This is an optimization exercise on Yosys and OpenROAD, whose aim is small area, a short achievable clock period and few clock cycles per item, not a production implementation. Only simulation tests tie the RTL to the original design; equivalence was not proved. No activity file was given, so power comes from the tool's default toggle rates.

==> flow/design.v, too long to show whole: its modules and the start of the top module <==
// module booth_kod: 19 lines
// module mul_s1: 4145 lines
// module mul_s2: 899 lines
// module mul_s3: 9 lines
// module booth_xnor: 3 lines
// module booth_sec: 3 lines
// module fa_hucre: 4 lines
// module ha_hucre: 4 lines
// module floating_carpma: 142 lines
module floating_carpma #(
	parameter N_BIT 		= 64,
	parameter EXPONENT 		= 11,
	parameter FRACTION      = 52,
	parameter DURUM_UST_BIT = 105,
	parameter BIAS 			= 1023,
	parameter CS1W          = 588,   
	parameter UPW           = 108
	)
    (
	input 		clk,
	input 		rst,
	input 		start,
	input 		[N_BIT-1:0] carpan,
	input 		[N_BIT-1:0] carpilan,
	output 		[N_BIT-1:0] sonuc,
	output 		ready,
	output 		done
    );
  // ...
==> flow/run.sh <==
#!/bin/bash
# synth_recipe.tcl (not shown) runs the flow's synth.tcl, then flattens the netlist and writes it again
# the make line also repeats each setting of config.mk as NAME=value (left out here)
make -C /OpenROAD-flow-scripts/flow DESIGN_CONFIG=/design/flow/config.mk WORK_HOME=/design/flow/orfs CLKGATE_MAP_FILE= SYNTH_SCRIPT=/design/flow/synth_recipe.tcl finish
==> flow/config.mk <==
export PLATFORM = sky130hd
export DESIGN_NAME = floating_carpma
export DESIGN_NICKNAME = floating_carpma
export VERILOG_FILES = /design/flow/design.v
export SDC_FILE = /design/flow/constraint.sdc
export NUM_CORES = 4
export LEC_CHECK = 0
export CAP_MARGIN = 20
export CORE_MARGIN = 2
export CORE_UTILIZATION = 45
export SETUP_SLACK_MARGIN = 2.5
export SLEW_MARGIN = 20
export SYNTH_HIERARCHICAL = 1
export SYNTH_MINIMUM_KEEP_SIZE = 0
==> flow/constraint.sdc <==
create_clock -name core_clock -period 6.0 [get_ports {clk}]
set_input_delay 1.2000 -clock core_clock [delete_from_list [all_inputs] [get_ports {clk}]]
set_output_delay 1.2000 -clock core_clock [all_outputs]
set_load 0.01 [all_outputs]
==> impl_metrics.prom, run 1 <==
# TYPE chip_impl_metric gauge
chip_impl_info{name="worst_r2r_startpoint",value="cs1_r[91]"} 1
chip_impl_metric{name="cellPowerDensity",unit="nW/µm²"} 616
chip_impl_metric{name="internal-power",unit="mW"} 29.3
chip_impl_metric{name="worstPathBufferInverterCount",unit=""} 0
chip_impl_metric{name="gp_congestion",unit=""} 0.985
chip_impl_metric{name="drt_pre_antenna_iters",unit=""} 9
chip_impl_info{name="synth.most_common_cell",value="sky130_fd_sc_hd__o22ai_1"} 1
chip_impl_metric{name="layout_min_cycle_time",unit="ns"} 3.83
chip_impl_metric{name="met1_length",unit="µm"} 118000
chip_impl_info{name="crit_end",value="c52_r"} 1
chip_impl_info{name="crit_path_frequent_cell",value="sky130_fd_sc_hd__fa_1"} 1
chip_impl_metric{name="antenna_found_initial",unit=""} 8
chip_impl_info{name="outcome",value="timing/DRC/antenna clean"} 1
chip_impl_metric{name="ff2ff_setup_slack",unit="ns"} 2.17
chip_impl_metric{name="post-route-worst-setup-slack",unit="ns"} 2.17
chip_impl_metric{name="fin_area",unit="µm²"} 88700
chip_impl_metric{name="hold_viol_final",unit=""} 0
chip_impl_metric{name="met3_usage",unit="%"} 10.9
chip_impl_metric{name="synth_area",unit="µm²"} 83900
chip_impl_metric{name="finish.net_count",unit=""} 8634
chip_impl_metric{name="post_route_cells_drive_above_1_share",unit="%"} 10.9
chip_impl_metric{name="non_clock_buffer_count",unit=""} 468
chip_impl_metric{name="worst-path-max-fanout",unit=""} 3
chip_impl_metric{name="worst_setup_hold_path_clk_slew",unit="ns"} 0.06
chip_impl_metric{name="synthCells",unit=""} 7248
chip_impl_info{name="element_type_at_the_critical_path_start",value="flop"} 1
chip_impl_metric{name="die_x",unit="µm"} 436
chip_impl_metric{name="grt_remaining_overflow",unit=""} 0
Testbench counts, summed over its fixed seeds: cycles 3,224, ops 3,200.
==> run 2: changes to the inputs <==
--- a/flow/config.mk
+++ b/flow/config.mk
@@ -5,10 +5,11 @@
 export SDC_FILE = /design/flow/constraint.sdc
 export NUM_CORES = 4
 export LEC_CHECK = 0
+export ABC_CLOCK_PERIOD_IN_PS = 3000
 export CAP_MARGIN = 20
 export CORE_MARGIN = 2
 export CORE_UTILIZATION = 45
-export SETUP_SLACK_MARGIN = 2.5
+export SETUP_SLACK_MARGIN = 3.0
 export SLEW_MARGIN = 20
 export SYNTH_HIERARCHICAL = 1
 export SYNTH_MINIMUM_KEEP_SIZE = 0
==> run 2 against run 1 <==
  * First-iteration DRC count rose by 48%
  * Die area did not move
  * Sequential cell count unchanged
  * Still clean
  * Worst setup slack improved by 0.087 ns
  * Power increased by 7.1%
  * Register-to-register slack better by 0.09 ns
  * Sequential power about the same
  * Largest power group unchanged
  * Combinational power is 12% higher
  * Count of clock-buffer cells in the layout rose by 11
  * Synthesized area unchanged
  * Global-route usage increased by 4.7 points
  * Clock power fell by 5.0%
==> impl_metrics.prom, run 2 <==
# TYPE chip_impl_metric gauge
chip_impl_info{name="synthFlopType",value="sky130_fd_sc_hd__dfxtp_1"} 1
chip_impl_metric{name="worst-endpoint-arrival",unit="ns"} 4.38
chip_impl_info{name="most-common-layout-cells",value="sky130_fd_sc_hd__o22ai_1 (1186), sky130_fd_sc_hd__fa_1 (939), sky130_fd_sc_hd__xnor2_1 (897)"} 1
chip_impl_info{name="critical_path_top_delay_cell",value="sky130_fd_sc_hd__fa_1"} 1
chip_impl_metric{name="worst_margin_slew",unit="ns"} 0.991
chip_impl_info{name="crit_path_end_kind",value="flop"} 1
chip_impl_metric{name="synth_warnings",unit=""} 7
chip_impl_metric{name="first_global_vias",unit=""} 67300
chip_impl_metric{name="totalPowerFinal",unit="mW"} 58.5
chip_impl_metric{name="die_y",unit="µm"} 436
chip_impl_metric{name="global_route.usage.total",unit="%"} 35.9
chip_impl_info{name="ys_top_cells_by_area",value="sky130_fd_sc_hd__fa_1 (31%), sky130_fd_sc_hd__dfxtp_1 (22%), sky130_fd_sc_hd__xnor2_1 (14%), sky130_fd_sc_hd__o22ai_1 (11%), sky130_fd_sc_hd__buf_4 (6.2%)"} 1
chip_impl_metric{name="crit_required",unit="ns"} 6.64
chip_impl_metric{name="rows",unit=""} 158
chip_impl_metric{name="total_drc_errors_in_the_routed_layout",unit=""} 0
chip_impl_metric{name="floorplan.io_pins",unit=""} 197
chip_impl_info{name="path_delay_family",value="adder cells"} 1
chip_impl_metric{name="fillCellCount",unit=""} 14600
chip_impl_metric{name="area_fraction_of_the_dominant_cell_type_after_synthesis",unit="%"} 31.3
chip_impl_metric{name="timing.final.setup_violations",unit=""} 0
chip_impl_metric{name="clock_tree_buf_depth",unit=""} 3
chip_impl_metric{name="clkSinkCount",unit=""} 942
chip_impl_metric{name="synth_area",unit="µm²"} 83900
chip_impl_info{name="synthDominantAreaCellType",value="sky130_fd_sc_hd__fa_1"} 1
chip_impl_metric{name="total_via_count_after_detailed_routing",unit=""} 68800
chip_impl_metric{name="pin_count_of_the_biggest_net_entering_global_routing",unit=""} 56
chip_impl_metric{name="antenna_found_initial",unit=""} 13
chip_impl_info{name="final_common_cell",value="sky130_fd_sc_hd__o22ai_1"} 1
chip_impl_metric{name="synthesized_flop_and_latch_total",unit=""} 942
chip_impl_metric{name="finClkSkew",unit="ns"} 0.0828
chip_impl_info{name="holdPathEnd",value="nan2_r"} 1
chip_impl_info{name="startpoint",value="cs1_r[59]"} 1
chip_impl_metric{name="syn2layout_area_growth",unit="%"} 25.8
chip_impl_metric{name="hold_viol_final",unit=""} 0
chip_impl_metric{name="ff2ff_setup_slack",unit="ns"} 2.26
chip_impl_info{name="outcome",value="timing/DRC/antenna clean"} 1
chip_impl_metric{name="post_route_cells_drive_above_1_share",unit="%"} 31.9
chip_impl_metric{name="largest_reg_flops",unit=""} 588
chip_impl_metric{name="ir_drop",unit="mV"} 0.572
chip_impl_metric{name="die_x",unit="µm"} 436
chip_impl_metric{name="netlist-cell-type-count",unit=""} 77
chip_impl_metric{name="achievable-frequency",unit="MHz"} 267
chip_impl_metric{name="worst-path-max-fanout",unit=""} 2
chip_impl_metric{name="yosysSeqAreaShare",unit="%"} 22.5
chip_impl_info{name="cts_tree",value="built"} 1
chip_impl_metric{name="floorplan.initialDensity",unit="%"} 45.3
chip_impl_info{name="holdCritStartpoint",value="nan1_r"} 1
chip_impl_metric{name="grt_remaining_overflow",unit=""} 0
chip_impl_metric{name="final_max_tran_viols",unit=""} 0
chip_impl_metric{name="reg_area",unit="µm²"} 19300
chip_impl_metric{name="final_antenna_net_count",unit=""} 0
chip_impl_info{name="crit_path_frequent_cell",value="sky130_fd_sc_hd__fa_1"} 1
chip_impl_metric{name="fin_tns_setup",unit="ns"} 0
chip_impl_info{name="top_regs",value="cs1_r x588, up_r x108, sonuc_ x64"} 1
chip_impl_metric{name="worst_setup_hold_path_clk_slew",unit="ns"} 0.07
chip_impl_metric{name="synth_enable_flop_cells",unit=""} 0
chip_impl_info{name="largest_register",value="cs1_r"} 1
chip_impl_metric{name="synth_area_per_cell",unit="µm²"} 11.6
chip_impl_metric{name="tritoncts.num_buffers",unit=""} 106
chip_impl_metric{name="gp_congestion",unit=""} 0.971
chip_impl_info{name="setup_repair_after_global_routing_missed_its_margin",value="true"} 1
chip_impl_metric{name="finalCritPeriodShare",unit="%"} 62.4
chip_impl_metric{name="power.static_leakage",unit="nW"} 40.1
chip_impl_info{name="clock_root_buffer",value="sky130_fd_sc_hd__clkbuf_16"} 1
chip_impl_metric{name="worstPathBufferInverterCount",unit=""} 0
chip_impl_metric{name="fin_area",unit="µm²"} 105000
chip_impl_metric{name="post_drt_via_cell_ratio",unit=""} 6.85
chip_impl_info{name="regToRegEndpoint",value="c52_r"} 1
chip_impl_metric{name="drt-total-wl",unit="µm"} 371000
chip_impl_metric{name="drv_cap",unit=""} 0
chip_impl_metric{name="worst-r2r-cell-count",unit=""} 10
chip_impl_metric{name="synthCells",unit=""} 7248
chip_impl_info{name="synth.most_common_cell",value="sky130_fd_sc_hd__o22ai_1"} 1
chip_impl_info{name="yosys-top-cells-count",value="sky130_fd_sc_hd__o22ai_1 (1461), sky130_fd_sc_hd__xnor2_1 (1314), sky130_fd_sc_hd__fa_1 (1310)"} 1
chip_impl_metric{name="detailed_place.area",unit="µm²"} 83300
chip_impl_metric{name="async_flop_share",unit="%"} 0
chip_impl_info{name="min_path_type",value="flop to flop"} 1
chip_impl_metric{name="min_path_cells",unit=""} 0
chip_impl_metric{name="multiInputGateArea",unit="µm²"} 65100
chip_impl_metric{name="place.detailed.hpwl",unit="µm"} 210000
chip_impl_metric{name="finish.net_count",unit=""} 9148
chip_impl_info{name="element_type_at_the_critical_path_start",value="flop"} 1
chip_impl_metric{name="clock_tree.htree_level_count",unit=""} 3
chip_impl_info{name="worst_r2r_startpoint",value="cs1_r[59]"} 1
chip_impl_info{name="criticalPathCategory",value="flop to flop"} 1
chip_impl_metric{name="drtIter0Drc",unit=""} 12400
chip_impl_metric{name="clk_latency",unit="ns"} 0.83
chip_impl_metric{name="cellPowerDensity",unit="nW/µm²"} 555
chip_impl_metric{name="core_area",unit="µm²"} 185000
chip_impl_metric{name="drt_pre_antenna_iters",unit=""} 15
chip_impl_metric{name="critical_path.max_stage_delay",unit="ns"} 0.56
chip_impl_metric{name="wire_length_per_cell_after_detailed_routing",unit="µm"} 37.0
chip_impl_metric{name="timing.slew.headroom",unit="%"} 34.0
chip_impl_metric{name="grt_pass1_wl",unit="µm"} 491000
chip_impl_info{name="cp_cell_sequence",value="fa_1, fa_1, fa_1, ha_1, a21oi_1, nor2_1, a311oi_1, o211ai_1, a311oi_2, o211ai_1"} 1
chip_impl_metric{name="fp.dieArea",unit="µm²"} 190000
chip_impl_metric{name="layout_min_cycle_time",unit="ns"} 3.74
chip_impl_metric{name="place.port_buffers",unit=""} 195
[run 2: per-module statistics from Yosys (local to each module, per instance)]
module           cells  copies in the design  flops+latches  area, µm²
ha_hucre             1                    68              0       12.5
floating_carpma   1235                     1            942      21100
fa_hucre             1                  1307              0       20.0
booth_kod          156                     1              0       1040
mul_s2             244                     1              0       1920
mul_s3             493                     1              0       3320
mul_s1             753                     1              0       5170
booth_xnor          59                    26              0        586
booth_sec            1                  1458              0       6.26
[run 2: per-stage QoR]
step	setup slack [ns]	utilization [%]	hold WS, ns	std cells
4_1_cts	2.37	52.9	0.324	9794
5_1_grt	2.22	56.9	0.329	10000
3_3_place_gp	1.58	44.9	0.311	9158
3_5_place_dp	1.52	44.9	0.312	9158
2_1_floorplan	2.91	-	0.310	7277
6_report	2.26	56.9	0.324	10000
[run 2: worst max-delay path by stage]
stage | endpoint | depth (start not counted)
5_1_grt | c52_r | 10
3_5_place_dp | inf0_r | 7
3_3_place_gp | nan0_r | 7
6_report | c52_r | 10
4_1_cts | c52_r | 10
2_1_floorplan | cs1_r[298] | 7
[run 2: what timing repair did]
| item | 4_1_cts | 5_1_grt |
|---|---|---|
| buffers inserted | 412 | 235 |
| hold endpoints to repair | 0 | 0 |
| gates resized for setup | 767 | 874 |
| setup endpoints to repair | 415 | 290 |
| cloned | 29 | 11 |
| pin swaps | 342 | 419 |
| hold buffers | 0 | 0 |
[run 2: logic make-up after synthesis]
family | Yosys count | share of synthesized area, %
AOI/OAI and AO/OA | 1787 | 13.5
adders and majority gates | 1544 | 34.8
xor gates and xnor gates | 1443 | 16.0
buffers and inverters | 1109 | 10.2
DFF | 942 | 22.5
and+or+nand+nor | 368 | 2.41
muxes | 53 | 0.633
other | 2 | 0.00895
[run 2: where the power goes]
part           internal (mW)  leakage (nW)  switching (mW)
Combinational           18.2          30.3            22.4
Clock                   3.94          1.80            2.94
Sequential              9.25          7.96            1.76
Total                   31.4          40.1            27.1
[run 2: final cells by class]
class                      instances  area share, %
multi-input combinational       5226           61.7
sequential                       942           18.3
timing repair buffer             982           12.7
tap                             2480           2.94
clock buffer                     147           2.90
inverter                         215          0.782
clock inverter                    48          0.597
antenna                            4        0.00949
[run 2: layer usage]
| layer | share of wire (%) | global-route usage, % |
|---|---|---|
| met1 | 34 | 43.3 |
| met2 | 39 | 49.3 |
| met4 | 9.9 | 25.2 |
| met5 | 0.37 | 2.04 |
| met3 | 17 | 17.9 |

==> separate check: timing with driven ports <==
How much do the figures lean on ideal ports? The routed layouts below were timed once more, with nothing changed but the port constraints. Step 1 (the two cells are an assumption about what drives the block):
set clk [get_ports {clk}]
set_driving_cell -lib_cell sky130_fd_sc_hd__clkbuf_16 $clk
set_driving_cell -lib_cell sky130_fd_sc_hd__buf_2 [delete_from_list [all_inputs] $clk]
Step 2, shift: input delay + t, output delay - t, t = (earliest + latest rising clock arrival at the registers) / 2. This alone moves slack from input paths to output paths. Slacks: ideal ports / drivers / drivers and shift; pairs: ideal ports / drivers.
| run | t (ns) | setup slack, ns | hold WS [ns] | worst slew at a driven data input, ns | pins driven straight from the clock port |
|---|---|---|---|---|---|
| run 1 | 0.880 | 2.170 / 2.170 / 1.751 | 0.325 / 0.325 / 0.325 | 0.14 | 1 |
| run 2 | 0.879 | 2.256 / 2.256 / 2.198 | 0.324 / 0.324 / 0.324 | 0.17 | 1 |
After both steps every run listed still meets setup and hold. The setup slack of run 1, which loses most, moves by 0.000 ns with the drivers and by -0.419 ns with both steps.
